Source: an optimization exercise on an open RTL-to-GDS flow (aim: small area, a short achievable clock period and few clock cycles per item). Production flows keep margins and buffers that such runs may drop. Function was not checked in any run shown here: the RTL went through the layout flow alone. Power and IR drop assume default switching activity.

[config.mk]
export PLATFORM = sky130hd
export DESIGN_NAME = sqrt_mult_system
export DESIGN_NICKNAME = sqrt_mult_system
export VERILOG_FILES = /design/flow/design.v
export SDC_FILE = /design/flow/constraint.sdc
export NUM_CORES = 4
export LEC_CHECK = 0
export CAP_MARGIN = 20
export CORE_MARGIN = 2
export CORE_UTILIZATION = 40
export SETUP_SLACK_MARGIN = 2.0
export SLEW_MARGIN = 20
[constraint.sdc]
create_clock -name core_clock -period 5.0 [get_ports {clk_i}]
set_input_delay 1.0000 -clock core_clock [delete_from_list [all_inputs] [get_ports {clk_i}]]
set_output_delay 1.0000 -clock core_clock [all_outputs]
set_load 0.01 [all_outputs]
[design.v]
module sqrt_mult_system (
    input clk_i,
    input rst_i,
    input start_i,
    input [7:0] a_bi,
    input [7:0] b_bi,
    output [15:0] result,
    output done
);
    wire [18:0] d;
    wire p000;
    wire p001;
    wire p002;
    wire p003;
    wire p004;
    wire p005;
    wire p006;
    wire p007;
    wire p008;
    wire p009;
    wire p010;
    wire p011;
    wire p012;
    wire p013;
    wire p014;
    wire p015;
    wire p016;
    wire p017;
    wire p018;
    wire p019;
    wire p020;
    wire p021;
    wire p022;
    wire p023;
    wire p024;
    wire p025;
    wire p026;
    wire p027;
    wire p028;
    wire p029;
    wire p030;
    wire p031;
    wire p032;
    wire p033;
    wire p034;
    wire p035;
    wire p036;
    wire p037;
    wire p038;
    wire p039;
    wire p040;
    wire p041;
    wire p042;
    wire p043;
    wire p044;
    wire p045;
    wire p046;
    wire p047;
    wire p048;
    wire p049;
    wire p050;
    wire p051;
    wire p052;
    wire p053;
    wire p054;
    wire p055;
    wire p056;
    wire p057;
    wire p058;
    wire p059;
    wire p060;
    wire p061;
    wire p062;
    wire p063;
    wire p064;
    wire p065;
    wire p066;
    wire p067;
    wire p068;
    wire p069;
    wire p070;
    wire p071;
    wire p072;
    wire p073;
    wire p074;
    wire p075;
    wire p076;
    wire p077;
    wire p078;
    wire p079;
    wire p080;
    wire p081;
    wire p082;
    wire p083;
    wire p084;
    wire p085;
    wire p086;
    wire p087;
    wire p088;
    wire p089;
    wire p090;
    wire p091;
    wire p092;
    wire p093;
    wire p094;
    wire p095;
    wire p096;
    wire p097;
    wire p098;
    wire p099;
    wire p100;
    wire p101;
    wire p102;
    wire p103;
    wire p104;
    wire p105;
    wire p106;
    wire p107;
    wire p108;
    wire p109;
    wire p110;
    wire p111;
    wire p112;
    wire p113;
    wire p114;
    wire p115;
    wire p116;
    wire p117;
    wire p118;
    wire p119;
    wire p120;
    wire p121;
    wire p122;
    wire p123;
    wire p124;
    wire p125;
    wire p126;
    wire p127;
    wire p128;
    wire p129;
    wire p130;
    wire p131;
    wire p132;
    wire p133;
    wire p134;
    wire p135;
    wire p136;
    wire p137;
    wire p138;
    wire p139;
    wire p140;
    wire p141;
    wire p142;
    wire p143;
    wire p144;
    wire p145;
    wire p146;
    wire p147;
    wire p148;
    wire p149;
    wire p150;
    wire p151;
    wire p152;
    wire p153;
    wire p154;
    wire p155;
    wire p156;
    wire p157;
    wire p158;
    wire p159;
    wire p160;
    wire p161;
    wire p162;
    wire p163;
    wire p164;
    wire p165;
    wire p166;
    wire p167;
    wire p168;
    wire p169;
    wire p170;
    wire p171;
    wire p172;
    wire p173;
    wire p174;
    wire p175;
    wire p176;
    wire p177;
    wire p178;
    wire p179;
    wire p180;
    wire p181;
    wire p182;
    wire p183;
    wire p184;
    wire p185;
    wire p186;
    wire p187;
    wire p188;
    wire p189;
    wire p190;
    wire p191;
    wire p192;
    wire p193;
    wire p194;
    wire p195;
    wire p196;
    wire p197;
    wire p198;
    wire p199;
    wire p200;
    wire p201;
    wire p202;
    wire p203;
    wire p204;
    wire p205;
    wire p206;
    wire p207;
    wire p208;
    wire p209;
    wire p210;
    wire p211;
    wire p212;
    wire p213;
    wire p214;
    wire p215;
    wire p216;
    wire p217;
    wire p218;
    wire p219;
    wire p220;
    wire p221;
    wire p222;
    wire p223;
    wire p224;
    wire p225;
    wire p226;
    wire p227;
    wire p228;
    wire p229;
    wire p230;
    wire p231;
    wire p232;
    wire p233;
    wire p234;
    wire p235;
    wire p236;
    wire p237;
    wire p238;
    wire p239;
    wire p240;
    wire p241;
    wire p242;
    wire p243;
    wire p244;
    wire p245;
    wire p246;
    wire p247;
    wire p248;
    wire p249;
    wire p250;
    wire p251;
    wire p252;
    wire p253;
    wire p254;
    wire p255;
    wire p256;
    wire p257;
    wire p258;
    wire p259;
    wire p260;
    wire p261;
    wire p262;
    wire p263;
    wire p264;
    wire p265;
    wire p266;
    wire p267;
    wire p268;
    wire p269;
    wire p270;
    wire p271;
    wire p272;
    wire p273;
    wire p274;
    wire p275;
    wire p276;
    wire p277;
    wire p278;
    wire p279;
    wire p280;
    wire p281;
    wire p282;
    wire p283;
    wire p284;
    wire p285;
    wire p286;
    wire p287;
    wire p288;
    wire p289;
    wire p290;
    wire p291;
    wire p292;
    wire p293;
    wire p294;
    wire p295;
    wire p296;
    wire p297;
    wire p298;
    wire p299;
    wire p300;
    wire p301;
    wire p302;
    wire p303;
    wire p304;
    wire p305;
    wire p306;
    wire p307;
    wire p308;
    wire p309;
    wire p310;
    wire p311;
    wire p312;
    wire p313;
    wire p314;
    wire p315;
    wire p316;
    wire p317;
    wire p318;
    wire p319;
    wire p320;
    wire p321;
    wire p322;
    wire p323;
    wire p324;
    wire p325;
    wire hv7;
    wire hv6;
    wire hv5;
    wire hv4;
    wire hv3;
    wire hv2;
    wire lv9;
    wire lv8;
    wire lv7;
    wire lv6;
    wire lv5;
    wire lv4;
    wire lv1;
    wire lv0;
    wire hv8;
    wire fl_p0;
    wire fl_r1g;
    wire hv9;
    wire fl_x1;
    assign p245 = ~b_bi[5];
    assign p256 = ~b_bi[4];
    assign p265 = p256 & p245;
    assign p266 = ~p265;
    assign p267 = ~b_bi[6];
    assign p268 = ~b_bi[7];
    assign p269 = p268 & p267;
    assign p270 = p269 & p266;
    assign p271 = p270 & a_bi[7];
    assign p272 = ~p271;
    assign p273 = ~p269;
    assign p274 = p265 & p267;
    assign p275 = ~p274;
    assign p276 = p275 & b_bi[7];
    assign p277 = ~p276;
    assign p278 = p277 & p273;
    assign p279 = p278 & a_bi[6];
    assign p280 = ~p279;
    assign p281 = p280 & p272;
    assign p282 = ~a_bi[5];
    assign p283 = ~a_bi[3];
    assign p284 = a_bi[1] & a_bi[2];
    assign p285 = ~p284;
    assign p286 = p285 & p283;
    assign p287 = ~p286;
    assign p288 = p287 & a_bi[4];
    assign p289 = ~p288;
    assign p290 = p289 & p282;
    assign p291 = ~p290;
    assign p292 = p291 & a_bi[6];
    assign p293 = ~p292;
    assign p294 = ~a_bi[6];
    assign p295 = ~a_bi[4];
    assign p296 = ~a_bi[2];
    assign p297 = a_bi[0] & a_bi[1];
    assign p298 = ~p297;
    assign p299 = p298 & p296;
    assign p300 = ~p299;
    assign p301 = p300 & a_bi[3];
    assign p302 = ~p301;
    assign p303 = p302 & p295;
    assign p304 = ~p303;
    assign p305 = p304 & a_bi[5];
    assign p306 = ~p305;
    assign p307 = p306 & p294;
    assign p308 = ~p307;
    assign p309 = p308 & p293;
    assign p310 = ~p309;
    assign p311 = p310 & a_bi[7];
    assign p312 = ~p311;
    assign p313 = ~a_bi[7];
    assign p314 = p309 & p313;
    assign p315 = ~p314;
    assign p316 = p315 & p312;
    assign p317 = ~p316;
    assign p318 = p317 & p276;
    assign p319 = ~p318;
    assign p320 = p319 & p281;
    assign hv7 = ~p320;
    assign p321 = p270 & a_bi[6];
    assign p322 = ~p321;
    assign p323 = p278 & a_bi[5];
    assign p324 = ~p323;
    assign p325 = p324 & p322;
    assign p000 = p306 & p291;
    assign p001 = p000 & a_bi[6];
    assign p002 = ~p001;
    assign p003 = ~p000;
    assign p004 = p003 & p294;
    assign p005 = ~p004;
    assign p006 = p005 & p002;
    assign p007 = p006 & p276;
    assign p008 = ~p007;
    assign p009 = p008 & p325;
    assign hv6 = ~p009;
    assign p010 = p270 & a_bi[5];
    assign p011 = ~p010;
    assign p012 = p278 & a_bi[4];
    assign p013 = ~p012;
    assign p014 = p013 & p011;
    assign p015 = p304 & p289;
    assign p016 = p015 & a_bi[5];
    assign p017 = ~p016;
    assign p018 = ~p015;
    assign p019 = p018 & p282;
    assign p020 = ~p019;
    assign p021 = p020 & p017;
    assign p022 = p021 & p276;
    assign p023 = ~p022;
    assign p024 = p023 & p014;
    assign hv5 = ~p024;
    assign p025 = p270 & a_bi[4];
    assign p026 = ~p025;
    assign p027 = p278 & a_bi[3];
    assign p028 = ~p027;
    assign p029 = p028 & p026;
    assign p030 = p302 & p287;
    assign p031 = ~p030;
    assign p032 = p031 & a_bi[4];
    assign p033 = ~p032;
    assign p034 = p030 & p295;
    assign p035 = ~p034;
    assign p036 = p035 & p033;
    assign p037 = ~p036;
    assign p038 = p037 & p276;
    assign p039 = ~p038;
    assign p040 = p039 & p029;
    assign hv4 = ~p040;
    assign p041 = p270 & a_bi[3];
    assign p042 = ~p041;
    assign p043 = p278 & a_bi[2];
    assign p044 = ~p043;
    assign p045 = p044 & p042;
    assign p046 = p297 & p296;
    assign p047 = ~p046;
    assign p048 = ~a_bi[1];
    assign p049 = p048 & a_bi[2];
    assign p050 = ~p049;
    assign p051 = p050 & p047;
    assign p052 = ~p051;
    assign p053 = p052 & a_bi[3];
    assign p054 = ~p053;
    assign p055 = p051 & p283;
    assign p056 = ~p055;
    assign p057 = p056 & p054;
    assign p058 = p057 & p276;
    assign p059 = ~p058;
    assign p060 = p059 & p045;
    assign hv3 = ~p060;
    assign p061 = ~p270;
    assign p062 = p277 & p061;
    assign p063 = ~p062;
    assign p064 = p273 & a_bi[1];
    assign p065 = ~p064;
    assign p066 = p065 & a_bi[2];
    assign p067 = p066 & p063;
    assign p068 = ~p067;
    assign p069 = ~a_bi[0];
    assign p070 = p069 & a_bi[1];
    assign p071 = ~p070;
    assign p072 = p071 & a_bi[2];
    assign p073 = ~p072;
    assign p074 = p070 & p296;
    assign p075 = ~p074;
    assign p076 = p075 & p073;
    assign p077 = p076 & p276;
    assign p078 = ~p077;
    assign p079 = p078 & p064;
    assign p080 = ~p079;
    assign p081 = p080 & p068;
    assign hv2 = ~p081;
    assign p082 = b_bi[7] & b_bi[6];
    assign p083 = ~p082;
    assign p084 = p269 & b_bi[4];
    assign p085 = ~p084;
    assign p086 = p085 & p083;
    assign p087 = ~p086;
    assign p088 = ~b_bi[0];
    assign p089 = ~b_bi[1];
    assign p090 = p089 & p088;
    assign p091 = ~b_bi[3];
    assign p092 = ~b_bi[2];
    assign p093 = p092 & p091;
    assign p094 = p093 & p090;
    assign p095 = ~p094;
    assign p096 = p095 & b_bi[5];
    assign p097 = p096 & p087;
    assign p098 = ~p097;
    assign p099 = p092 & p268;
    assign p100 = p099 & p090;
    assign p101 = ~p100;
    assign p102 = p091 & p268;
    assign p103 = ~p102;
    assign p104 = p103 & p101;
    assign p105 = b_bi[4] & b_bi[5];
    assign p106 = p105 & b_bi[6];
    assign p107 = ~p106;
    assign p108 = p107 & p275;
    assign p109 = ~p108;
    assign p110 = p109 & p104;
    assign p111 = ~p110;
    assign p112 = p111 & p098;
    assign p113 = ~p112;
    assign p114 = p308 & a_bi[7];
    assign lv9 = p114 & p113;
    assign p115 = p268 & b_bi[5];
    assign p116 = ~p115;
    assign p117 = p116 & p083;
    assign p118 = p269 & p256;
    assign p119 = p118 & p095;
    assign p120 = ~p119;
    assign p121 = p120 & p117;
    assign p122 = ~p121;
    assign p123 = b_bi[7] & b_bi[5];
    assign p124 = ~p123;
    assign p125 = p124 & p093;
    assign p126 = p125 & p256;
    assign p127 = ~p126;
    assign p128 = p127 & p122;
    assign p129 = p128 & p112;
    assign p130 = p129 & a_bi[7];
    assign p131 = ~p130;
    assign p132 = ~p114;
    assign p133 = p293 & p313;
    assign p134 = ~p133;
    assign p135 = p134 & p132;
    assign p136 = p135 & p113;
    assign p137 = ~p136;
    assign p138 = p137 & p131;
    assign lv8 = ~p138;
    assign p139 = ~p128;
    assign p140 = p090 & p092;
    assign p141 = ~p140;
    assign p142 = p141 & b_bi[3];
    assign p143 = ~p142;
    assign p144 = p273 & b_bi[4];
    assign p145 = ~p144;
    assign p146 = p145 & p143;
    assign p147 = ~p146;
    assign p148 = p268 & b_bi[4];
    assign p149 = p148 & p095;
    assign p150 = ~p149;
    assign p151 = p150 & p245;
    assign p152 = ~p151;
    assign p153 = p152 & p147;
    assign p154 = ~p153;
    assign p155 = p154 & p121;
    assign p156 = ~p155;
    assign p157 = p156 & p139;
    assign p158 = p157 & a_bi[7];
    assign p159 = ~p158;
    assign p160 = p113 & p317;
    assign p161 = ~p160;
    assign p162 = p161 & p159;
    assign p163 = p129 & a_bi[6];
    assign p164 = ~p163;
    assign p165 = p164 & p162;
    assign lv7 = ~p165;
    assign p166 = p157 & a_bi[6];
    assign p167 = ~p166;
    assign p168 = p113 & p006;
    assign p169 = ~p168;
    assign p170 = p169 & p167;
    assign p171 = p129 & a_bi[5];
    assign p172 = ~p171;
    assign p173 = p172 & p170;
    assign lv6 = ~p173;
    assign p174 = p157 & a_bi[5];
    assign p175 = ~p174;
    assign p176 = p113 & p021;
    assign p177 = ~p176;
    assign p178 = p177 & p175;
    assign p179 = p129 & a_bi[4];
    assign p180 = ~p179;
    assign p181 = p180 & p178;
    assign lv5 = ~p181;
    assign p182 = p157 & a_bi[4];
    assign p183 = ~p182;
    assign p184 = p113 & p037;
    assign p185 = ~p184;
    assign p186 = p185 & p183;
    assign p187 = p129 & a_bi[3];
    assign p188 = ~p187;
    assign p189 = p188 & p186;
    assign lv4 = ~p189;
    assign p190 = ~p129;
    assign p191 = p113 & p048;
    assign p192 = ~p191;
    assign p193 = p192 & p190;
    assign p194 = ~p193;
    assign p195 = p194 & a_bi[0];
    assign p196 = ~p195;
    assign p197 = ~p157;
    assign p198 = p113 & p069;
    assign p199 = ~p198;
    assign p200 = p199 & p197;
    assign p201 = ~p200;
    assign p202 = p201 & a_bi[1];
    assign p203 = ~p202;
    assign p204 = p203 & p196;
    assign lv1 = ~p204;
    assign p205 = p197 & p112;
    assign p206 = ~p205;
    assign lv0 = p206 & a_bi[0];
    assign p207 = p135 & p276;
    assign p208 = ~p207;
    assign p209 = p278 & a_bi[7];
    assign p210 = ~p209;
    assign p211 = p210 & p208;
    assign hv8 = ~p211;
    assign p212 = p063 & a_bi[0];
    assign p213 = p157 & a_bi[2];
    assign p214 = ~p213;
    assign p215 = p129 & a_bi[1];
    assign p216 = ~p215;
    assign p217 = ~p076;
    assign p218 = p113 & p217;
    assign p219 = ~p218;
    assign p220 = p219 & p216;
    assign p221 = p220 & p214;
    assign p222 = ~p221;
    assign p223 = p222 & p212;
    assign p224 = ~p223;
    assign p225 = ~p212;
    assign p226 = p221 & p225;
    assign p227 = ~p226;
    assign fl_p0 = p227 & p224;
    assign p228 = p063 & a_bi[1];
    assign p229 = ~p228;
    assign p230 = p273 & a_bi[0];
    assign p231 = ~p230;
    assign p232 = p231 & p229;
    assign p233 = ~p232;
    assign p234 = p297 & p276;
    assign p235 = ~p234;
    assign p236 = p235 & p233;
    assign p237 = ~p236;
    assign p238 = p139 & a_bi[3];
    assign p239 = p238 & p156;
    assign p240 = ~p239;
    assign p241 = p127 & a_bi[2];
    assign p242 = p241 & p122;
    assign p243 = p242 & p112;
    assign p244 = ~p243;
    assign p246 = p113 & p057;
    assign p247 = ~p246;
    assign p248 = p247 & p244;
    assign p249 = p248 & p240;
    assign p250 = ~p249;
    assign p251 = p250 & p237;
    assign p252 = ~p251;
    assign p253 = p249 & p236;
    assign p254 = ~p253;
    assign p255 = p254 & p252;
    assign p257 = ~p255;
    assign p258 = p257 & p224;
    assign p259 = ~p258;
    assign p260 = p249 & p237;
    assign p261 = ~p260;
    assign fl_r1g = p261 & p259;
    assign hv9 = p114 & p276;
    assign p262 = p255 & p223;
    assign p263 = ~p262;
    assign p264 = p263 & p259;
    assign fl_x1 = ~p264;
    assign d = { hv9, hv8, hv7, hv6, hv5, hv4, hv3, hv2, lv9, lv8, lv7, lv6, lv5, lv4, fl_r1g, fl_x1, fl_p0, lv1, lv0 };
    reg        done_r;
    reg [3:0] res_lo;
    reg        cy_r;
    reg [5:0] up_lo;
    reg [7:0] up_hi;
    always @(posedge clk_i) begin
        done_r <= start_i & ~rst_i;
        {up_hi, up_lo, cy_r, res_lo} <= d;
    end
    wire [7:0] u;
    wire q000;
    wire q001;
    wire q002;
    wire q003;
    wire q004;
    wire q005;
    wire q006;
    wire q007;
    wire q008;
    wire q009;
    wire q010;
    wire q011;
    wire q012;
    wire q013;
    wire q014;
    wire q015;
    wire q016;
    wire q017;
    wire q018;
    wire q019;
    wire q020;
    wire q021;
    wire q022;
    wire q023;
    wire q024;
    wire q025;
    wire q026;
    wire q027;
    wire q028;
    wire q029;
    wire q030;
    wire q031;
    wire q032;
    wire q033;
    wire q034;
    wire q035;
    wire q036;
    wire q037;
    wire q038;
    wire q039;
    wire q040;
    wire q041;
    wire q042;
    wire q043;
    wire q044;
    wire q045;
    wire q046;
    wire q047;
    wire q048;
    wire q049;
    wire q050;
    wire q051;
    wire q052;
    wire q053;
    wire q054;
    wire q055;
    wire q056;
    wire q057;
    wire q058;
    wire q059;
    wire q060;
    wire q061;
    wire q062;
    wire q063;
    wire q064;
    wire q065;
    wire q066;
    wire q067;
    wire q068;
    wire q069;
    wire q070;
    wire q071;
    wire q072;
    wire q073;
    wire q074;
    wire q075;
    wire q076;
    wire q077;
    wire q078;
    wire q079;
    wire q080;
    wire q081;
    wire q082;
    wire q083;
    wire q084;
    wire q085;
    wire q086;
    wire q087;
    wire q088;
    wire q089;
    wire q090;
    wire q091;
    wire q092;
    wire q093;
    wire q094;
    wire q095;
    wire q096;
    wire q097;
    wire q098;
    wire q099;
    wire q100;
    wire q101;
    wire q102;
    wire q103;
    wire q104;
    wire q105;
    wire q106;
    wire q107;
    wire q108;
    wire q109;
    wire q110;
    wire q111;
    wire q112;
    wire q113;
    wire q114;
    wire q115;
    wire q116;
    wire q117;
    wire q118;
    wire q119;
    wire q120;
    wire q121;
    wire fu_x0;
    wire fu_x1;
    wire fu_x2;
    wire fu_x3;
    wire fu_x4;
    wire fu_x5;
    wire fu_x6;
    wire fu_x7;
    assign q050 = ~up_lo[0];
    assign q051 = q050 & up_hi[0];
    assign q052 = ~q051;
    assign q053 = ~up_hi[0];
    assign q054 = up_lo[0] & q053;
    assign q055 = ~q054;
    assign q056 = q055 & q052;
    assign q057 = q056 & cy_r;
    assign q058 = ~q057;
    assign q059 = ~cy_r;
    assign q060 = ~q056;
    assign q061 = q060 & q059;
    assign q062 = ~q061;
    assign q063 = q062 & q058;
    assign fu_x0 = ~q063;
    assign q064 = cy_r & up_lo[0];
    assign q065 = ~q064;
    assign q066 = q065 & q053;
    assign q067 = ~q066;
    assign q068 = q059 & q050;
    assign q069 = ~q068;
    assign q070 = q069 & q067;
    assign q071 = ~up_lo[1];
    assign q072 = q071 & up_hi[1];
    assign q073 = ~q072;
    assign q074 = ~up_hi[1];
    assign q075 = up_lo[1] & q074;
    assign q076 = ~q075;
    assign q077 = q076 & q073;
    assign q078 = ~q077;
    assign q079 = q078 & q070;
    assign q080 = ~q079;
    assign q081 = ~q070;
    assign q082 = q077 & q081;
    assign q083 = ~q082;
    assign fu_x1 = q083 & q080;
    assign q084 = up_lo[1] & up_hi[1];
    assign q085 = ~q084;
    assign q086 = q071 & q074;
    assign q087 = ~q086;
    assign q088 = q087 & q069;
    assign q089 = q088 & q067;
    assign q090 = ~q089;
    assign q091 = q090 & q085;
    assign q092 = ~up_lo[2];
    assign q093 = q092 & up_hi[2];
    assign q094 = ~q093;
    assign q095 = ~up_hi[2];
    assign q096 = up_lo[2] & q095;
    assign q097 = ~q096;
    assign q098 = q097 & q094;
    assign q099 = q098 & q091;
    assign q100 = ~q099;
    assign q101 = ~q091;
    assign q102 = ~q098;
    assign q103 = q102 & q101;
    assign q104 = ~q103;
    assign fu_x2 = q104 & q100;
    assign q105 = up_lo[2] & up_hi[2];
    assign q106 = ~q105;
    assign q107 = q106 & q104;
    assign q108 = ~q107;
    assign q109 = ~up_hi[3];
    assign q110 = ~up_lo[3];
    assign q111 = q110 & q109;
    assign q112 = ~q111;
    assign q113 = up_lo[3] & up_hi[3];
    assign q114 = ~q113;
    assign q115 = q114 & q112;
    assign q116 = q115 & q108;
    assign q117 = ~q116;
    assign q118 = ~q115;
    assign q119 = q118 & q107;
    assign q120 = ~q119;
    assign fu_x3 = q120 & q117;
    assign q121 = ~up_hi[4];
    assign q000 = ~up_lo[4];
    assign q001 = q000 & q121;
    assign q002 = ~q001;
    assign q003 = up_lo[4] & up_hi[4];
    assign q004 = ~q003;
    assign q005 = q004 & q002;
    assign q006 = ~q005;
    assign q007 = q114 & q106;
    assign q008 = q007 & q104;
    assign q009 = ~q008;
    assign q010 = q009 & q112;
    assign q011 = ~q010;
    assign q012 = q011 & q006;
    assign q013 = ~q012;
    assign q014 = q005 & q112;
    assign q015 = q014 & q009;
    assign q016 = ~q015;
    assign fu_x4 = q016 & q013;
    assign q017 = q016 & q004;
    assign q018 = ~up_hi[5];
    assign q019 = ~up_lo[5];
    assign q020 = q019 & q018;
    assign q021 = ~q020;
    assign q022 = up_lo[5] & up_hi[5];
    assign q023 = ~q022;
    assign q024 = q023 & q021;
    assign q025 = q024 & q017;
    assign q026 = ~q025;
    assign q027 = ~q017;
    assign q028 = ~q024;
    assign q029 = q028 & q027;
    assign q030 = ~q029;
    assign q031 = q030 & q026;
    assign fu_x5 = ~q031;
    assign q032 = q019 & q018;
    assign q033 = ~q032;
    assign q034 = q023 & q004;
    assign q035 = q034 & q016;
    assign q036 = ~q035;
    assign q037 = q036 & q033;
    assign q038 = q037 & up_hi[6];
    assign q039 = ~q038;
    assign q040 = ~up_hi[6];
    assign q041 = ~q037;
    assign q042 = q041 & q040;
    assign q043 = ~q042;
    assign fu_x6 = q043 & q039;
    assign q044 = q039 & up_hi[7];
    assign q045 = ~q044;
    assign q046 = ~up_hi[7];
    assign q047 = q038 & q046;
    assign q048 = ~q047;
    assign q049 = q048 & q045;
    assign fu_x7 = ~q049;
    assign u = { fu_x7, fu_x6, fu_x5, fu_x4, fu_x3, fu_x2, fu_x1, fu_x0 };
    assign result = {4'b0, u, res_lo};
    assign done   = done_r;
endmodule
[flow/run.sh]
#!/bin/bash
# Layout flow: the standard ORFS flow, with two changes.
#  1. Synthesis is ORFS's own script (with the standard flow's -nofsm -noshare wrapper,
#     flatten and renaming, as in synth_recipe.tcl), but ABC maps with the
#     script in flow/abc.script and full/half adder extraction can be skipped.
#  2. The port buffers inserted during placement are buf cells instead of
#     the slow clkdlybuf cells that buffer_ports picks by default.
# Settings come from flow/params.sh. Each tool's output goes to its own log.
set -euo pipefail
HERE=$(pwd)
source "$HERE/flow/params.sh"
export MY_ABC_SCRIPT="$HERE/flow/abc.script"
export MY_NOFA
export BUFFER_PORTS_ARGS="-buffer_cell $PORT_BUFFER"
sed "s#SYNTH_SCRIPT=[^ ]*#SYNTH_SCRIPT=$HERE/flow/synth.tcl#" standard.sh > my_standard.sh
bash my_standard.sh finish > flow_make.log 2>&1
[flow/abc.script]
strash
dch
map -D 1000
topo
stime -c
[flow/params.sh]
MY_NOFA=1
PORT_BUFFER=sky130_fd_sc_hd__buf_1
[flow/synth.tcl]
# synth_recipe.tcl with two hooks: abc runs flow/abc.script (MY_ABC_SCRIPT),
# and extract_fa is skipped when MY_NOFA is 1.
proc synth {args} { yosys synth -nofsm -noshare {*}$args }
proc abc {args} {
  set out {}
  set skip 0
  foreach a $args {
    if {$skip} { set skip 0; continue }
    if {$a eq "-script" || $a eq "-D"} { set skip 1; continue }
    lappend out $a
  }
  lappend out -script $::env(MY_ABC_SCRIPT)
  yosys abc {*}$out
}
if {$::env(MY_NOFA)} { proc extract_fa {args} {} }
source $::env(SCRIPTS_DIR)/synth.tcl
# left out here: clear keep_hierarchy, flatten, clean up, hide names made inside functions, write 1_2_yosys.v
[standard.sh]
#!/bin/bash
# synth_recipe.tcl (not shown) runs the flow's synth.tcl, then flattens the netlist and writes it again
# the make line also repeats each setting of config.mk as NAME=value (left out here)
make -C /OpenROAD-flow-scripts/flow DESIGN_CONFIG=/design/flow/config.mk WORK_HOME=/design/flow/orfs CLKGATE_MAP_FILE= SYNTH_SCRIPT=/design/flow/synth_recipe.tcl "${@:-finish}"
==> results of run 1 <==
-- Yosys cell counts (2+ instances only) --
master / n / share of area
sky130_fd_sc_hd__or2_2: 2 / 0.0092
sky130_fd_sc_hd__o22ai_1: 3 / 0.014
sky130_fd_sc_hd__clkinv_1: 22 / 0.061
sky130_fd_sc_hd__nand3b_1: 2 / 0.011
sky130_fd_sc_hd__nand2_1: 59 / 0.16
sky130_fd_sc_hd__o221ai_1: 5 / 0.032
sky130_fd_sc_hd__a31oi_1: 4 / 0.018
sky130_fd_sc_hd__o21ai_0: 13 / 0.048
sky130_fd_sc_hd__a21oi_1: 12 / 0.044
sky130_fd_sc_hd__nor2_1: 17 / 0.047
sky130_fd_sc_hd__nor3_1: 2 / 0.0074
sky130_fd_sc_hd__xor2_1: 6 / 0.039
sky130_fd_sc_hd__buf_4: 12 / 0.066
sky130_fd_sc_hd__xnor2_1: 7 / 0.045
sky130_fd_sc_hd__nand3_1: 9 / 0.033
sky130_fd_sc_hd__dfxtp_1: 20 / 0.29
sky130_fd_sc_hd__a22oi_1: 6 / 0.033
-- cells by family after synthesis --
family / count (synthesis)
AO/OA/AOI/OAI: 47
XOR/XNOR: 13
flip-flops: 20
other: 1
buffers and inverters: 34
AND/OR/NAND/NOR: 92
-- registers in the layout (all words and copies together), names as in the netlist --
signal	cells
done_r	1
res_lo	4
cy_r	1
up_hi	8
up_lo	6
-- final timing paths --
| check | start | to | slack [ns] | cells past startpoint |
|---|---|---|---|---|
| setup / recovery | cy_r | result[11] | 2.19 | 8 |
| hold / removal | rst_i | done_r | 0.81 | 2 |
-- report_power, final --
| part | total [mW] | internal [mW] | switching (mW) |
|---|---|---|---|
| sequential | 0.200 | 0.184 | 0.0156 |
| combinational | 0.196 | 0.0798 | 0.116 |
| clock | 0.136 | 0.0812 | 0.0549 |
| total | 0.531 | 0.345 | 0.186 |
-- per-stage QoR --
step,util,instances,power (mW)
2_1_floorplan,-,210,0.371
3_3_place_gp,0.441,276,0.387
3_5_place_dp,0.441,276,0.386
4_1_cts,0.459,280,0.524
5_1_grt,0.469,282,0.576
6_report,0.469,282,0.531
-- timing repair --
item | CTS | global route
hold buffers | 0 | 0
resized for setup | 3 | 10
setup buffers | 0 | 2
endpoints found under the setup margin | 3 | 3
hold endpoints to repair | 0 | 0
pin swaps | 0 | 2
-- area by class of cell --
class	count	area share
multi-input combinational	156	0.521
timing repair buffer	34	0.0902
tap	46	0.0371
sequential	20	0.265
inverter	22	0.0532
clock inverter	1	0.0193
clock buffer	3	0.0145
-- metal layers --
metal  up-vias  routed length (µm)  track usage  part of all wire
li1        739                   -            -                 -
met1       591                1430        0.226              0.50
met2        42                1230        0.255              0.43
met3         5                 171       0.0308             0.059
met4         0                  48       0.0667             0.017
met5         -                   0            0                 0
==> flow_summary.json, run 1 <==
{
  "result_of_the_run": "finished clean",
  "area_growth_syn_to_layout_pct": 14.3,
  "holdWs_ns": 0.811,
  "ioPinCount": 36,
  "nets": 256,
  "final_design_area_no_fill_um2": 1550,
  "edff_count_synth": 0,
  "yosys_most_used_dff": "sky130_fd_sc_hd__dfxtp_1",
  "max_stage_delay_ns": 0.39,
  "postSynthCellCount": 207,
  "wl_um": 2880,
  "crit_buf_inv": 1,
  "slew_viol_final": 0,
  "clock_tree.root_cell": "sky130_fd_sc_hd__clkbuf_4",
  "critPathTopFamily": "compound AO/OA/AOI/OAI gates",
  "first_pass_grt_wire_length_um": 5270,
  "die_h_um": 62.3,
  "grt_setup_unrepaired": "no",
  "final_setup_violations": 0,
  "ff_latch_area_um2": 412,
  "placed_area_um2": 1460,
  "final_hold_viol_count": 0,
  "grt_remaining_overflow": 0,
  "grt_antenna_before_repair": 0,
  "post_synthesis_instance_area_um2": 1360,
  "post_synth.cell_area_avg_um2": 6.56,
  "timing.critical_path.required_ns": 4.00,
  "max_clock_freq_ghz": 0.355,
  "hold_class": "in -> reg",
  "vias_per_cell": 4.88,
  "grt_max_degree": 13,
  "drc": 0,
  "synthesis.yosys.warnings": 1,
  "final.fill_count": 377,
  "buffer_ports.inserted": 31,
  "drtPass1Iterations": 5,
  "groute.usage.overall": 0.165,
  "multi_input_area_um2": 808,
  "drtAntennaViolNets": 0,
  "die_area_um2": 3880,
  "num_vias": 1377,
  "synth_xor_area_frac": 0.0838,
  "synth.mux.area_fraction": 0,
  "half_perimeter_wire_length_of_the_detailed_placement_result_um": 2300,
  "synth-compound-area-share": 0.215,
  "tns_ns": 0,
  "clock_h_tree_levels": 1,
  "worst-setup-path-type": "reg -> out",
  "simple_gate_portion_of_the_synthesized_area": 0.276,
  "layout.cells.most_common": "sky130_fd_sc_hd__nand2_1",
  "cpMaxStageDelayCell": "sky130_fd_sc_hd__dfxtp_4",
  "layout-drive-gt1-share": 0.0805,
  "tritoncts.num_buffers": 3,
  "cap_viol_max_count": 0,
  "die_width_um": 62.3,
  "postSynth.asyncResetShare": 0,
  "first_global_vias": 1227,
  "finalWorstSetupSlack_ns": 2.19,
  "mostFrequentLayoutCells": "58 x sky130_fd_sc_hd__nand2_1, 30 x sky130_fd_sc_hd__buf_1, 22 x sky130_fd_sc_hd__clkinv_1",
  "dpl_worst_slack_ns": 2.05,
  "yosysUniqueCellTypes": 23,
  "floorplan.rows": 21,
  "routedWlPerCell_um": 10.2,
  "power_per_cell_area_nw_per_um2": 342,
  "drt_first_iter_violations": 34,
  "cts.reportedPaths.clkPinSlew_ns": 0.12,
  "vdd_drop_max_v": 0.000109,
  "core_um2": 3310,
  "tritoncts": "yes",
  "clock_tree.buffer_depth": 2,
  "crit_end_category": "primary output",
  "crit_path_cell_trace": "o22ai_1, o21ai_2, nand2_2, a211oi_2, nand3b_1, a31oi_1, nor2_1, buf_1",
  "clkSinkCount": 20,
  "power.leakage_nw": 0.643,
  "synth_adder_area_share": 0,
  "post-route-min-period_ns": 2.81,
  "initial_utilization": 0.410,
  "largest_family_of_logic_cells_by_synthesized_area": "simple AND/OR/NAND/NOR gates",
  "cp_max_fo": 4,
  "worst-endpoint-arrival_ns": 1.81,
  "yosys_register_bits": 20,
  "start_kind": "register",
  "diodes": 0,
  "seq_area_frac_synth": 0.295,
  "layout_worst_path_cycle_share": 0.563,
  "last_weighted_congestion_value_of_the_routability_driven_placer": 0.844
}
==> run 2: changes to the inputs <==
--- a/config.mk
+++ b/config.mk
@@ -10,3 +10,3 @@
 export CORE_UTILIZATION = 40
-export SETUP_SLACK_MARGIN = 2.0
+export SETUP_SLACK_MARGIN = 2.5
 export SLEW_MARGIN = 20
==> flow_summary.json, run 2 <==
{
  "grt_antenna_before_repair": 0,
  "synth_top_area_frac": 0.295,
  "max_clock_freq_ghz": 0.357,
  "hold_class": "in -> reg",
  "post_synthesis_instance_area_um2": 1360,
  "diodes": 0,
  "first_global_vias": 1241,
  "drtPass1Iterations": 4,
  "vias_per_cell": 4.87,
  "clkSinkCount": 20,
  "hold_path_end": "done_r",
  "ys_top_cells_by_count": "59 x sky130_fd_sc_hd__nand2_1, 22 x sky130_fd_sc_hd__clkinv_1, 20 x sky130_fd_sc_hd__dfxtp_1, 17 x sky130_fd_sc_hd__nor2_1, 13 x sky130_fd_sc_hd__o21ai_0",
  "final_setup_violations": 0,
  "tritoncts": "yes",
  "ioPinCount": 36,
  "postSynthCellCount": 207,
  "layout_worst_path_cycle_share": 0.561,
  "first_pass_grt_wire_length_um": 5220,
  "holdWs_ns": 0.838,
  "drtAntennaViolNets": 0,
  "layout.cells.most_common": "sky130_fd_sc_hd__nand2_1",
  "die_width_um": 62.3,
  "result_of_the_run": "finished clean",
  "buffer_ports.inserted": 31,
  "floorplan.rows": 21,
  "initial_utilization": 0.410,
  "worst-endpoint-arrival_ns": 1.80,
  "yosys.area.top_type": "sky130_fd_sc_hd__dfxtp_1",
  "clock_tree.buffer_depth": 2,
  "post-route-min-period_ns": 2.80,
  "flip_flop_count_of_the_largest_register_all_copies_and_words_added": 8,
  "cpMaxStageDelayCell": "sky130_fd_sc_hd__dfxtp_4",
  "area_growth_syn_to_layout_pct": 20.8,
  "mostFrequentLayoutCells": "53 x sky130_fd_sc_hd__nand2_1, 24 x sky130_fd_sc_hd__buf_1, 22 x sky130_fd_sc_hd__clkinv_1",
  "clock_tree.root_cell": "sky130_fd_sc_hd__clkbuf_4",
  "tritoncts.num_buffers": 3,
  "drt_first_iter_violations": 43,
  "final_hold_viol_count": 0,
  "clock_h_tree_levels": 1,
  "synthesis.yosys.warnings": 1,
  "holdPathStages": 2,
  "yosys_most_used_dff": "sky130_fd_sc_hd__dfxtp_1",
  "post_synth.cell_area_avg_um2": 6.56,
  "power_per_cell_area_nw_per_um2": 337,
  "postSynth.asyncResetShare": 0,
  "grt_setup_unrepaired": "yes",
  "start_kind": "register",
  "die_area_um2": 3880,
  "crit_end_category": "primary output",
  "dpl_worst_slack_ns": 1.96,
  "vdd_drop_max_v": 0.000114,
  "die_h_um": 62.3,
  "synth.most_common_cell": "sky130_fd_sc_hd__nand2_1",
  "placed_area_um2": 1460,
  "layout-drive-gt1-share": 0.172,
  "hold_path.startpoint": "rst_i",
  "timing.critical_path.required_ns": 4.00,
  "tns_ns": 0,
  "grt_remaining_overflow": 0,
  "half_perimeter_wire_length_of_the_detailed_placement_result_um": 2290,
  "cts.reportedPaths.clkPinSlew_ns": 0.11,
  "drc": 0,
  "grt_max_degree": 13,
  "final_design_area_no_fill_um2": 1640,
  "wl_um": 2930,
  "worst-setup-path-type": "reg -> out",
  "finalWorstSetupSlack_ns": 2.20,
  "last_weighted_congestion_value_of_the_routability_driven_placer": 0.868,
  "crit_path_cell_trace": "o22ai_2, o21ai_2, nand2_2, a211oi_4, nand3b_1, nand2_1, xnor2_1, buf_2",
  "final.fill_count": 362,
  "routedWlPerCell_um": 10.3,
  "yosys_register_bits": 20,
  "slew_viol_final": 0,
  "cts_hold_buf": 0,
  "cp_max_fo": 3,
  "max_stage_delay_ns": 0.39,
  "num_vias": 1389,
  "core_um2": 3310,
  "synth.top_cells.by_area": "sky130_fd_sc_hd__dfxtp_1 29%, sky130_fd_sc_hd__nand2_1 16%, sky130_fd_sc_hd__buf_4 6.6%, sky130_fd_sc_hd__clkinv_1 6.1%, sky130_fd_sc_hd__o21ai_0 4.8%",
  "yosysUniqueCellTypes": 23,
  "edff_count_synth": 0,
  "power.leakage_nw": 0.685,
  "nets": 259,
  "seq_area_frac_synth": 0.295,
  "cap_viol_max_count": 0,
  "groute.usage.overall": 0.163
}
run 2: cell types whose count changed in the layout (fill, tap and decap cells not counted), moves of 2 or more:
cell	previous run	this run
sky130_fd_sc_hd__a21oi_1	12	9
sky130_fd_sc_hd__nand2_2	1	6
sky130_fd_sc_hd__buf_4	3	6
sky130_fd_sc_hd__a21oi_2	0	3
sky130_fd_sc_hd__o21ai_1	0	2
sky130_fd_sc_hd__buf_1	30	24
sky130_fd_sc_hd__nand2_1	58	53
sky130_fd_sc_hd__clkbuf_2	0	5
sky130_fd_sc_hd__o21ai_0	12	9
run 2: area by class of cell:
class / instances / area [µm²] / area share
Multi-Input combinational cell: 156 / 866 / 0.527
Timing Repair Buffer: 37 / 170 / 0.104
Sequential cell: 20 / 413 / 0.252
Clock inverter: 1 / 30.0 / 0.0183
Tap cell: 46 / 57.6 / 0.0351
Inverter: 22 / 82.6 / 0.0503
Clock buffer: 3 / 22.5 / 0.0137
run 2: worst max-delay path: cells and delay by family (launching register included):
kind | cells | cell delay [ns]
DFF | 1 | 0.39
xor gates and xnor gates | 1 | 0.13
AOI/OAI and AO/OA | 3 | 0.47
buffers and inverters | 1 | 0.14
and+or+nand+nor | 3 | 0.38
run 2: what timing repair did:
item | in CTS | in global routing
pin swaps | 3 | 6
setup endpoints to repair | 8 | 9
resized for setup | 14 | 20
buffers inserted | 3 | 3
run 2: metal layers:
metal / vias up / GRT usage / wire length [µm]
li1: 746 / - / -
met1: 604 / 0.223 / 1460
met2: 34 / 0.254 / 1300
met3: 5 / 0.0217 / 129
met4: 0 / 0.0750 / 48
met5: - / 0 / 0
run 2: power breakdown:
part / leakage [nW] / internal [mW] / switching, mW / total (mW)
sequential: 0.169 / 0.185 / 0.0175 / 0.202
clock: 0.0279 / 0.0810 / 0.0494 / 0.130
combinational: 0.488 / 0.0954 / 0.125 / 0.220
run 2: how the worst max path moves through the flow:
stage / startpoint / to / slack [ns] / depth (start not counted)
after floorplan: up_lo[0] / result[11] / 2.54 / 8
after global placement: b_bi[7] / res_lo[3] / 1.88 / 12
after detailed placement: b_bi[7] / res_lo[3] / 1.96 / 12
after CTS: cy_r / result[11] / 2.10 / 8
after global routing: up_lo[0] / result[10] / 2.01 / 8
final: cy_r / result[10] / 2.20 / 8
run 2: per-stage QoR:
stage                     power [mW]  std cells  utilization
after floorplan                0.373        210            -
after global placement         0.388        275        0.441
after detailed placement       0.388        275        0.441
after CTS                      0.535        282        0.473
after global routing           0.596        285        0.496
final                          0.553        285        0.496
run 2: kinds of logic (layout without fill, tap and decap cells):
group	count (synthesis)	count (layout)	share of synthesized area
simple gates	92	92	0.276
compound gates	47	47	0.215
buf+inv	34	63	0.127
flops	20	20	0.295
xor+xnor	13	13	0.0838
other cells	1	4	0.00276
==> run 3: changes to the inputs <==
--- a/config.mk
+++ b/config.mk
@@ -10,3 +10,2 @@
 export CORE_UTILIZATION = 40
-export SETUP_SLACK_MARGIN = 2.5
 export SLEW_MARGIN = 20
==> flow_summary.json, run 3 <==
{
  "slew_viol_final": 0,
  "grt_max_degree": 13,
  "holdWs_ns": 0.817,
  "yosys_register_bits": 20,
  "clock_tree.root_cell": "sky130_fd_sc_hd__clkbuf_4",
  "worst-setup-path-type": "reg -> out",
  "drtPass1Iterations": 5,
  "layout-drive-gt1-share": 0.0342,
  "first_pass_grt_wire_length_um": 5290,
  "synthesis.yosys.warnings": 1,
  "max_clock_freq_ghz": 0.314,
  "num_vias": 1372,
  "final.fill_count": 374,
  "dpl_worst_slack_ns": 2.05,
  "tns_ns": 0,
  "drc": 0,
  "ys_top_cells_by_count": "59 x sky130_fd_sc_hd__nand2_1, 22 x sky130_fd_sc_hd__clkinv_1, 20 x sky130_fd_sc_hd__dfxtp_1, 17 x sky130_fd_sc_hd__nor2_1, 13 x sky130_fd_sc_hd__o21ai_0",
  "clock_h_tree_levels": 1,
  "power.net_switching_uw": 182,
  "edff_count_synth": 0,
  "finalWorstSetupSlack_ns": 1.81,
  "synth.most_common_cell": "sky130_fd_sc_hd__nand2_1",
  "floorplan.rows": 21,
  "p_clk_frac": 0.261,
  "grt_remaining_overflow": 0,
  "die_area_um2": 3880,
  "yosys_most_used_dff": "sky130_fd_sc_hd__dfxtp_1",
  "half_perimeter_wire_length_of_the_detailed_placement_result_um": 2300,
  "buffer_ports.inserted": 31,
  "post_synth.cell_area_avg_um2": 6.56,
  "layout.cells.most_common": "sky130_fd_sc_hd__nand2_1",
  "clkSinkCount": 20,
  "vdd_drop_max_v": 0.000107,
  "first_global_vias": 1232,
  "start_kind": "register",
  "nets": 254,
  "flip_flop_count_of_the_largest_register_all_copies_and_words_added": 8,
  "drt_first_iter_violations": 37,
  "power.leakage_nw": 0.626,
  "seq_area_frac_synth": 0.295,
  "postSynth.asyncResetShare": 0,
  "cp_max_fo": 4,
  "grt_antenna_before_repair": 0,
  "timing.critical_path.required_ns": 4.00,
  "cap_viol_max_count": 0,
  "post_synthesis_instance_area_um2": 1360,
  "p_seq_frac": 0.382,
  "switching_share": 0.351,
  "cts.reportedPaths.clkPinSlew_ns": 0.12,
  "tritoncts": "yes",
  "crit_end_category": "primary output",
  "die_width_um": 62.3,
  "power_per_cell_area_nw_per_um2": 342,
  "final_setup_violations": 0,
  "yosys.area.top_type": "sky130_fd_sc_hd__dfxtp_1",
  "drtAntennaViolNets": 0,
  "core_um2": 3310,
  "yosysUniqueCellTypes": 23,
  "pwr-share-comb": 0.357,
  "wl_um": 2870,
  "ctsResizeCount": 0,
  "layout_worst_path_cycle_share": 0.638,
  "final_hold_viol_count": 0,
  "die_h_um": 62.3,
  "grt_setup_unrepaired": "no",
  "holdPathStages": 2,
  "routedWlPerCell_um": 10.3,
  "postSynthCellCount": 207,
  "area_growth_syn_to_layout_pct": 11.4,
  "last_weighted_congestion_value_of_the_routability_driven_placer": 0.844,
  "post-place-cells": 276,
  "clock_tree.buffer_depth": 2,
  "p_total_uw": 517,
  "initial_utilization": 0.410,
  "mostFrequentLayoutCells": "59 x sky130_fd_sc_hd__nand2_1, 31 x sky130_fd_sc_hd__buf_1, 22 x sky130_fd_sc_hd__clkinv_1",
  "vias_per_cell": 4.90,
  "postCtsSetupBuffers": 0,
  "p_int_uw": 336,
  "result_of_the_run": "finished clean",
  "finish.cell_count_without_fillers": 280,
  "post-route-min-period_ns": 3.19,
  "ioPinCount": 36,
  "tritoncts.num_buffers": 3,
  "hold_class": "in -> reg",
  "synth_top_area_frac": 0.295,
  "diodes": 0,
  "groute.usage.overall": 0.165,
  "synth.top_cells.by_area": "sky130_fd_sc_hd__dfxtp_1 29%, sky130_fd_sc_hd__nand2_1 16%, sky130_fd_sc_hd__buf_4 6.6%, sky130_fd_sc_hd__clkinv_1 6.1%, sky130_fd_sc_hd__o21ai_0 4.8%",
  "cts_hold_buf": 0,
  "worst-endpoint-arrival_ns": 2.19
}
## run 3: cell types whose count changed in the layout (fill, tap and decap cells not counted), moves of 4 or more
cell,delta
sky130_fd_sc_hd__buf_1,+7
sky130_fd_sc_hd__dfxtp_1,+6
sky130_fd_sc_hd__nand2_1,+6
sky130_fd_sc_hd__nand2_2,-6
sky130_fd_sc_hd__buf_4,-5
sky130_fd_sc_hd__clkbuf_2,-5
sky130_fd_sc_hd__dfxtp_2,-4
sky130_fd_sc_hd__o21ai_0,+4
## run 3: area by class of cell
| cell class | count | area, µm² | area share |
|---|---|---|---|
| clock inverters | 1 | 30.0 | 0.0198 |
| flip-flops and latches | 20 | 400 | 0.264 |
| well taps | 46 | 57.6 | 0.0380 |
| clock buffers | 3 | 22.5 | 0.0149 |
| multi-input cells | 156 | 797 | 0.526 |
| inverters | 22 | 82.6 | 0.0545 |
| repair buffers | 32 | 124 | 0.0818 |
## run 3: worst max-delay path, cell delays in order, from the launching register on
cell,delay [ns]
sky130_fd_sc_hd__dfxtp_1,0.43
sky130_fd_sc_hd__a21oi_1,0.11
sky130_fd_sc_hd__o21ai_0,0.29
sky130_fd_sc_hd__nand2_1,0.14
sky130_fd_sc_hd__a211oi_1,0.35
sky130_fd_sc_hd__nand3b_1,0.20
sky130_fd_sc_hd__nand2_1,0.08
sky130_fd_sc_hd__xnor2_1,0.12
sky130_fd_sc_hd__buf_1,0.16
## run 3: worst paths after layout
kind,to,from
worst max-delay path,result[10],cy_r
worst min-delay path,done_r,rst_i
## run 3: through the flow
step | area, µm² | util
6_report | 1510 | 0.457
5_1_grt | 1510 | 0.457
4_1_cts | 1510 | 0.457
3_5_place_dp | 1460 | 0.441
3_3_place_gp | 1460 | 0.441
2_1_floorplan | 1370 | -
## run 3: power by group through the flow
stage	sequential [mW]	clock, mW	combinational [mW]
2_1_floorplan	0.202	0	0.170
3_3_place_gp	0.201	0	0.185
3_5_place_dp	0.202	0	0.185
4_1_cts	0.198	0.138	0.185
5_1_grt	0.202	0.146	0.213
6_report	0.198	0.135	0.185
## run 3: per-layer routing
metal | vias up | routed length [µm] | share of wire | GRT usage
met5 | - | 0 | 0 | 0
met4 | 0 | 48 | 0.017 | 0.0667
met3 | 5 | 172 | 0.060 | 0.0308
met2 | 44 | 1220 | 0.43 | 0.253
met1 | 590 | 1430 | 0.50 | 0.229
li1 | 733 | - | - | -
## run 3: logic make-up after synthesis
| logic type | count (synthesis) | share of synthesized area |
|---|---|---|
| buf+inv | 34 | 0.127 |
| flops | 20 | 0.295 |
| xor+xnor | 13 | 0.0838 |
| simple gates | 92 | 0.276 |
| compound gates | 47 | 0.215 |
| other cells | 1 | 0.00276 |
==> run 4: changes to the inputs <==
==> flow/abc.script (replaced) <==
strash
dch
map -a
topo
stime -c
--- a/config.mk
+++ b/config.mk
@@ -10,2 +10,3 @@
 export CORE_UTILIZATION = 40
+export SETUP_SLACK_MARGIN = 2.0
 export SLEW_MARGIN = 20
==> flow_summary.json, run 4 <==
{
  "cp_max_fo": 3,
  "finish.cell_count_without_fillers": 275,
  "finalWorstSetupSlack_ns": 2.08,
  "clock_tree.root_cell": "sky130_fd_sc_hd__clkbuf_4",
  "path_depth": 12,
  "cap_viol_max_count": 0,
  "grt_max_degree": 13,
  "final.fill_count": 351,
  "first_global_vias": 1118,
  "layout_worst_path_cycle_share": 0.585,
  "max_slew.worst_pin.slew_ns": 0.512,
  "drtPass1Iterations": 4,
  "gr-usage-met1": 0.229,
  "post-place-cells": 266,
  "yosys.area.top_type": "sky130_fd_sc_hd__dfxtp_1",
  "vias_per_cell": 4.80,
  "clkSinkCount": 20,
  "crit_end_category": "primary output",
  "grt_antenna_before_repair": 0,
  "layout.cells.most_common": "sky130_fd_sc_hd__nor2_1",
  "first_pass_grt_wire_length_um": 4710,
  "drc": 0,
  "drt_first_iter_violations": 40,
  "num_vias": 1320,
  "start_kind": "register",
  "postSynthCellCount": 200,
  "holdWs_ns": 0.824,
  "post_synth.cell_area_avg_um2": 6.64,
  "synth.most_common_cell": "sky130_fd_sc_hd__nor2_1",
  "power.leakage_nw": 0.625,
  "layout-drive-gt1-share": 0.113,
  "cts_hold_buf": 0,
  "critPathTopFamily": "compound AO/OA/AOI/OAI gates",
  "synth_top_area_frac": 0.302,
  "buffer_ports.inserted": 31,
  "clock_tree.buffer_depth": 2,
  "postSynth.asyncResetShare": 0,
  "edff_count_synth": 0,
  "diodes": 0,
  "wl_um": 2740,
  "drtAntennaViolNets": 0,
  "tns_ns": 0,
  "routedWlPerCell_um": 9.96,
  "last_weighted_congestion_value_of_the_routability_driven_placer": 0.842,
  "synth.top_cells.by_area": "sky130_fd_sc_hd__dfxtp_1 30%, sky130_fd_sc_hd__nor2_1 10%, sky130_fd_sc_hd__nand2_1 9.9%, sky130_fd_sc_hd__clkinv_1 7.4%, sky130_fd_sc_hd__buf_4 6.8%",
  "power_per_cell_area_nw_per_um2": 351,
  "p_int_uw": 357,
  "grt_remaining_overflow": 0,
  "yosys_most_used_dff": "sky130_fd_sc_hd__dfxtp_1",
  "post_synthesis_instance_area_um2": 1330,
  "timing.critical_path.required_ns": 4.00,
  "worst-setup-path-type": "reg -> out",
  "slew_viol_final": 0,
  "crit_path_cell_trace": "a21oi_2, nor2_1, a21oi_1, inv_2, nand2_2, inv_4, nor3_4, nor2_2, o21ai_2, nor2_1, xor2_1, buf_2",
  "final_setup_violations": 0,
  "crit_buf_inv": 3,
  "tritoncts": "yes",
  "yosys_register_bits": 20,
  "vdd_drop_max_v": 0.000109,
  "yosysUniqueCellTypes": 22,
  "half_perimeter_wire_length_of_the_detailed_placement_result_um": 2120,
  "groute.layer.met3.usage": 0.0210,
  "cpMaxStageDelayCell": "sky130_fd_sc_hd__dfxtp_4",
  "pwr-share-comb": 0.387,
  "mostFrequentLayoutCells": "35 x sky130_fd_sc_hd__nor2_1, 34 x sky130_fd_sc_hd__nand2_1, 29 x sky130_fd_sc_hd__buf_1",
  "hold_class": "in -> reg",
  "ys_top_cells_by_count": "37 x sky130_fd_sc_hd__nor2_1, 35 x sky130_fd_sc_hd__nand2_1, 26 x sky130_fd_sc_hd__clkinv_1, 20 x sky130_fd_sc_hd__dfxtp_1, 15 x sky130_fd_sc_hd__o21ai_0",
  "grt_setup_unrepaired": "yes",
  "final_hold_viol_count": 0,
  "tritoncts.num_buffers": 3,
  "post-route-min-period_ns": 2.92,
  "initial_utilization": 0.428,
  "holdPathStages": 2,
  "cts.reportedPaths.clkPinSlew_ns": 0.13,
  "global_route.usage.met2": 0.259,
  "p_clk_frac": 0.248,
  "die_h_um": 61.6,
  "switching_share": 0.346,
  "core_um2": 3100,
  "groute.usage.overall": 0.166,
  "floorplan.rows": 20,
  "area_growth_syn_to_layout_pct": 17.2,
  "synthesis.yosys.warnings": 1,
  "seq_area_frac_synth": 0.302,
  "max_clock_freq_ghz": 0.342,
  "die_width_um": 61.6,
  "crit_path_frequent_cell": "sky130_fd_sc_hd__nor2_1",
  "clock_h_tree_levels": 1,
  "power.net_switching_uw": 189,
  "grt_most_used_layer": "met2",
  "max_stage_delay_ns": 0.38,
  "die_area_um2": 3800,
  "ioPinCount": 36,
  "flip_flop_count_of_the_largest_register_all_copies_and_words_added": 8,
  "worst-endpoint-arrival_ns": 1.92,
  "p_seq_frac": 0.365,
  "slew-limit-headroom": 0.659,
  "nets": 251,
  "result_of_the_run": "finished clean",
  "dpl_worst_slack_ns": 2.01
}
## run 4: cell types whose count changed in the layout (fill, tap and decap cells not counted), moves of 3 or more
cell | previous run | this run
sky130_fd_sc_hd__a21oi_1 | 12 | 7
sky130_fd_sc_hd__dfxtp_1 | 20 | 17
sky130_fd_sc_hd__nor2_1 | 17 | 35
sky130_fd_sc_hd__buf_4 | 1 | 5
sky130_fd_sc_hd__a22oi_1 | 6 | 3
sky130_fd_sc_hd__o221ai_1 | 5 | 8
sky130_fd_sc_hd__nand2_1 | 59 | 34
sky130_fd_sc_hd__nand3_1 | 9 | 4
## run 4: per-layer routing
metal | vias up | part of all wire | routed length, µm
li1 | 709 | - | -
met1 | 571 | 0.51 | 1410
met2 | 35 | 0.43 | 1170
met3 | 5 | 0.042 | 114
met4 | 0 | 0.016 | 44
met5 | - | 0 | 0
## run 4: power by group through the flow
| stage | Combinational, mW | Clock, mW | Sequential (mW) |
|---|---|---|---|
| finish | 0.212 | 0.136 | 0.199 |
| global route | 0.242 | 0.147 | 0.203 |
| CTS | 0.205 | 0.137 | 0.199 |
| detailed placement | 0.183 | 0 | 0.201 |
| global placement | 0.184 | 0 | 0.201 |
| floorplan | 0.170 | 0 | 0.202 |
## run 4: what timing repair did
action / 4_1_cts / 5_1_grt
setup endpoints to repair: 3 / 4
resized for setup: 13 / 6
pin swaps: 3 / 8
setup buffers: 4 / 1
## run 4: area by class of cell
class                   count  area (µm²)  area share
repair buffers             36         156       0.100
well taps                  44        55.1      0.0354
clock inverters             1        30.0      0.0193
flip-flops and latches     20         409       0.263
multi-input cells         145         783       0.503
clock buffers               3        22.5      0.0145
inverters                  26         100      0.0643
## run 4: cells by family (layout without fill, tap and decap cells)
family,after synthesis,count (layout),share of synthesized area
xor+xnor,15,15,0.0990
simple gates,81,81,0.242
flops,20,20,0.302
buf+inv,38,66,0.141
compound gates,45,45,0.213
other cells,1,4,0.00282
## run 4: path summary, 6_finish.rpt
check | from | endpoint | slack, ns
worst min-delay path | rst_i | done_r | 0.82
worst max-delay path | up_lo[0] | result[11] | 2.08
## run 4: stage by stage
| stage | cell area [µm²] | total power, mW | utilization |
|---|---|---|---|
| final | 1560 | 0.547 | 0.502 |
| after floorplan | 1340 | 0.372 | - |
| after global placement | 1420 | 0.385 | 0.458 |
| after CTS | 1540 | 0.541 | 0.495 |
| after global routing | 1560 | 0.591 | 0.502 |
| after detailed placement | 1420 | 0.384 | 0.458 |
==> run 5: changes to the inputs <==
--- a/config.mk
+++ b/config.mk
@@ -10,3 +10,3 @@
 export CORE_UTILIZATION = 40
-export SETUP_SLACK_MARGIN = 2.0
+export SETUP_SLACK_MARGIN = 2.5
 export SLEW_MARGIN = 20
==> flow_summary.json, run 5 <==
{
  "layout-drive-gt1-share": 0.194,
  "routedWlPerCell_um": 10.3,
  "synthesis.yosys.warnings": 1,
  "ioPinCount": 36,
  "layout.cells.most_common": "sky130_fd_sc_hd__nand2_1",
  "num_vias": 1331,
  "max_stage_delay_ns": 0.38,
  "cap_viol_max_count": 0,
  "core_um2": 3100,
  "crit_path_cell_trace": "a21oi_2, nor2_1, a21oi_1, inv_2, nand2_2, inv_4, nor3_4, nor2_2, o21ai_2, nor2_1, xor2_1, buf_2",
  "tns_ns": 0,
  "placed_area_um2": 1440,
  "worst_setup_path_endpoint": "result[11]",
  "area_growth_syn_to_layout_pct": 21.7,
  "yosys.area.top_type": "sky130_fd_sc_hd__dfxtp_1",
  "post_synthesis_instance_area_um2": 1330,
  "clock_h_tree_levels": 1,
  "cp_max_fo": 3,
  "postSynth.asyncResetShare": 0,
  "first_pass_grt_wire_length_um": 4690,
  "clock_tree.buffer_depth": 2,
  "final_design_area_no_fill_um2": 1620,
  "synth.most_common_cell": "sky130_fd_sc_hd__nor2_1",
  "wl_um": 2850,
  "layout_worst_path_cycle_share": 0.573,
  "mostFrequentLayoutCells": "32 x sky130_fd_sc_hd__nand2_1, 31 x sky130_fd_sc_hd__nor2_1, 24 x sky130_fd_sc_hd__buf_1",
  "yosys_register_bits": 20,
  "cts_hold_buf": 0,
  "floorplan.rows": 20,
  "post_synth.cell_area_avg_um2": 6.64,
  "post-place-cells": 266,
  "path_depth": 12,
  "first_global_vias": 1146,
  "seq_area_frac_synth": 0.302,
  "slew_viol_final": 0,
  "nets": 252,
  "vias_per_cell": 4.82,
  "clkSinkCount": 20,
  "vdd_drop_max_v": 0.000116,
  "flip_flop_count_of_the_largest_register_all_copies_and_words_added": 8,
  "final.fill_count": 337,
  "drtPass1Iterations": 4,
  "yosys_most_used_dff": "sky130_fd_sc_hd__dfxtp_1",
  "power.leakage_nw": 0.653,
  "finish.cell_count_without_fillers": 276,
  "diodes": 0,
  "start_kind": "register",
  "drc": 0,
  "half_perimeter_wire_length_of_the_detailed_placement_result_um": 2190,
  "result_of_the_run": "finished clean",
  "yosysUniqueCellTypes": 22,
  "worst-setup-path-type": "reg -> out",
  "crit_end_category": "primary output",
  "grt_antenna_before_repair": 0,
  "grt_setup_unrepaired": "yes",
  "last_weighted_congestion_value_of_the_routability_driven_placer": 0.977,
  "drtAntennaViolNets": 0,
  "groute.usage.overall": 0.164,
  "post-route-util": 0.521,
  "p_total_uw": 522,
  "cpMaxStageDelayCell": "sky130_fd_sc_hd__dfxtp_4",
  "ys_top_cells_by_count": "37 x sky130_fd_sc_hd__nor2_1, 35 x sky130_fd_sc_hd__nand2_1, 26 x sky130_fd_sc_hd__clkinv_1, 20 x sky130_fd_sc_hd__dfxtp_1, 15 x sky130_fd_sc_hd__o21ai_0",
  "critPathTopFamily": "compound AO/OA/AOI/OAI gates",
  "holdPathStages": 2,
  "initial_utilization": 0.428,
  "hold_class": "in -> reg",
  "grt_remaining_overflow": 0,
  "final_hold_viol_count": 0,
  "synth.top_cells.by_area": "sky130_fd_sc_hd__dfxtp_1 30%, sky130_fd_sc_hd__nor2_1 10%, sky130_fd_sc_hd__nand2_1 9.9%, sky130_fd_sc_hd__clkinv_1 7.4%, sky130_fd_sc_hd__buf_4 6.8%",
  "edff_count_synth": 0,
  "post-route-min-period_ns": 2.86,
  "ff_latch_area_um2": 407,
  "crit_buf_inv": 3,
  "synth_top_area_frac": 0.302,
  "power_per_cell_area_nw_per_um2": 323,
  "crit_path_frequent_cell": "sky130_fd_sc_hd__nor2_1",
  "clock_tree.root_cell": "sky130_fd_sc_hd__clkbuf_4",
  "worst-endpoint-arrival_ns": 1.86,
  "grt_max_degree": 12,
  "multi_input_area_um2": 847,
  "drt_first_iter_violations": 39,
  "setup.worst_path.start": "cy_r",
  "die_area_um2": 3800,
  "max_clock_freq_ghz": 0.349,
  "tritoncts.num_buffers": 3,
  "timing.critical_path.required_ns": 4.00,
  "cts.reportedPaths.clkPinSlew_ns": 0.12,
  "buffer_ports.inserted": 31,
  "die_width_um": 61.6,
  "die_h_um": 61.6,
  "postSynthCellCount": 200,
  "tritoncts": "yes",
  "final_setup_violations": 0
}
[run 5: cell count changes in the layout (fill, tap and decap cells not counted), sizes merged]
cell	delta
clkbuf	+2
inv	+3
clkinv	-3
bufinv	-1
[run 5: final cells by class]
class | count | area share
Clock buffer | 4 | 0.0225
Multi-Input combinational cell | 145 | 0.524
Inverter | 26 | 0.0620
Timing Repair Buffer | 37 | 0.105
Sequential cell | 20 | 0.252
Tap cell | 44 | 0.0341
[run 5: cell families after synthesis]
group / Yosys count / synth area share
AO/OA/AOI/OAI: 45 / 0.213
XOR/XNOR: 15 / 0.0990
buffers and inverters: 38 / 0.141
flip-flops: 20 / 0.302
other: 1 / 0.00282
AND/OR/NAND/NOR: 81 / 0.242
[run 5: metrics by stage]
stage               hold WS (ns)  setup WS (ns)
floorplan                   1.07           2.45
CTS                        0.854           2.05
global route               0.857           1.99
detailed placement          1.17           2.04
finish                     0.853           2.14
global placement            1.15           1.99
[run 5: layer usage]
metal	wire, µm	track usage	vias up
met3	156	0.0252	4
li1	-	-	708
met5	0	0	-
met1	1410	0.221	575
met4	30	0.0547	0
met2	1260	0.268	44
[run 5: report_power, final]
group / leakage [nW] / internal (mW) / switching, mW
clock network: 0.0210 / 0.0444 / 0.0491
logic: 0.464 / 0.100 / 0.129
registers: 0.168 / 0.185 / 0.0140
total: 0.653 / 0.330 / 0.192
[run 5: how the worst min path moves through the flow]
stage,start,end,slack (ns)
floorplan,rst_i,done_r,1.07
global placement,rst_i,done_r,1.15
detailed placement,rst_i,done_r,1.17
CTS,rst_i,done_r,0.85
global route,rst_i,done_r,0.86
finish,rst_i,done_r,0.85
[run 5: repair_timing]
item,in CTS,in global routing
resized for setup,18,21
pin swaps,4,4
setup endpoints to repair,8,9
setup buffers,4,2

-- what the ideal ports hide --
In the flow no input, the clock included, has a driving cell. The finished layouts below were timed again as built, in two steps. Step 1 assumes that a clkbuf_16 drives the clock port and a buf_2 every other input. Step 2 times the ports against the registers' clock, not the clock port: input delays grow and output delays shrink by t, the midpoint of the rising clock arrivals with the driver on. a / b / c = ideal ports / drivers / drivers and shift; a / b = the first two.
| run | t (ns) | setup slack, ns | latest minus earliest clock arrival (ns) | pins driven straight from the clock port |
|---|---|---|---|---|
| run 1 | 0.337 | 2.185 / 2.163 / 2.045 | 0.003 / 0.003 | 1 |
| run 2 | 0.320 | 2.196 / 2.173 / 2.401 | 0.001 / 0.001 | 1 |
| run 3 | 0.332 | 1.812 / 1.790 / 2.046 | 0.001 / 0.001 | 1 |
| run 4 | 0.330 | 2.077 / 2.056 / 2.085 | 0.010 / 0.009 | 1 |
| run 5 | 0.317 | 2.135 / 2.113 / 2.367 | 0.011 / 0.011 | 1 |
After both steps every run listed still meets setup and hold. For run 1, which loses most, drivers alone change the setup slack by -0.022 ns; drivers and shift together by -0.140 ns.
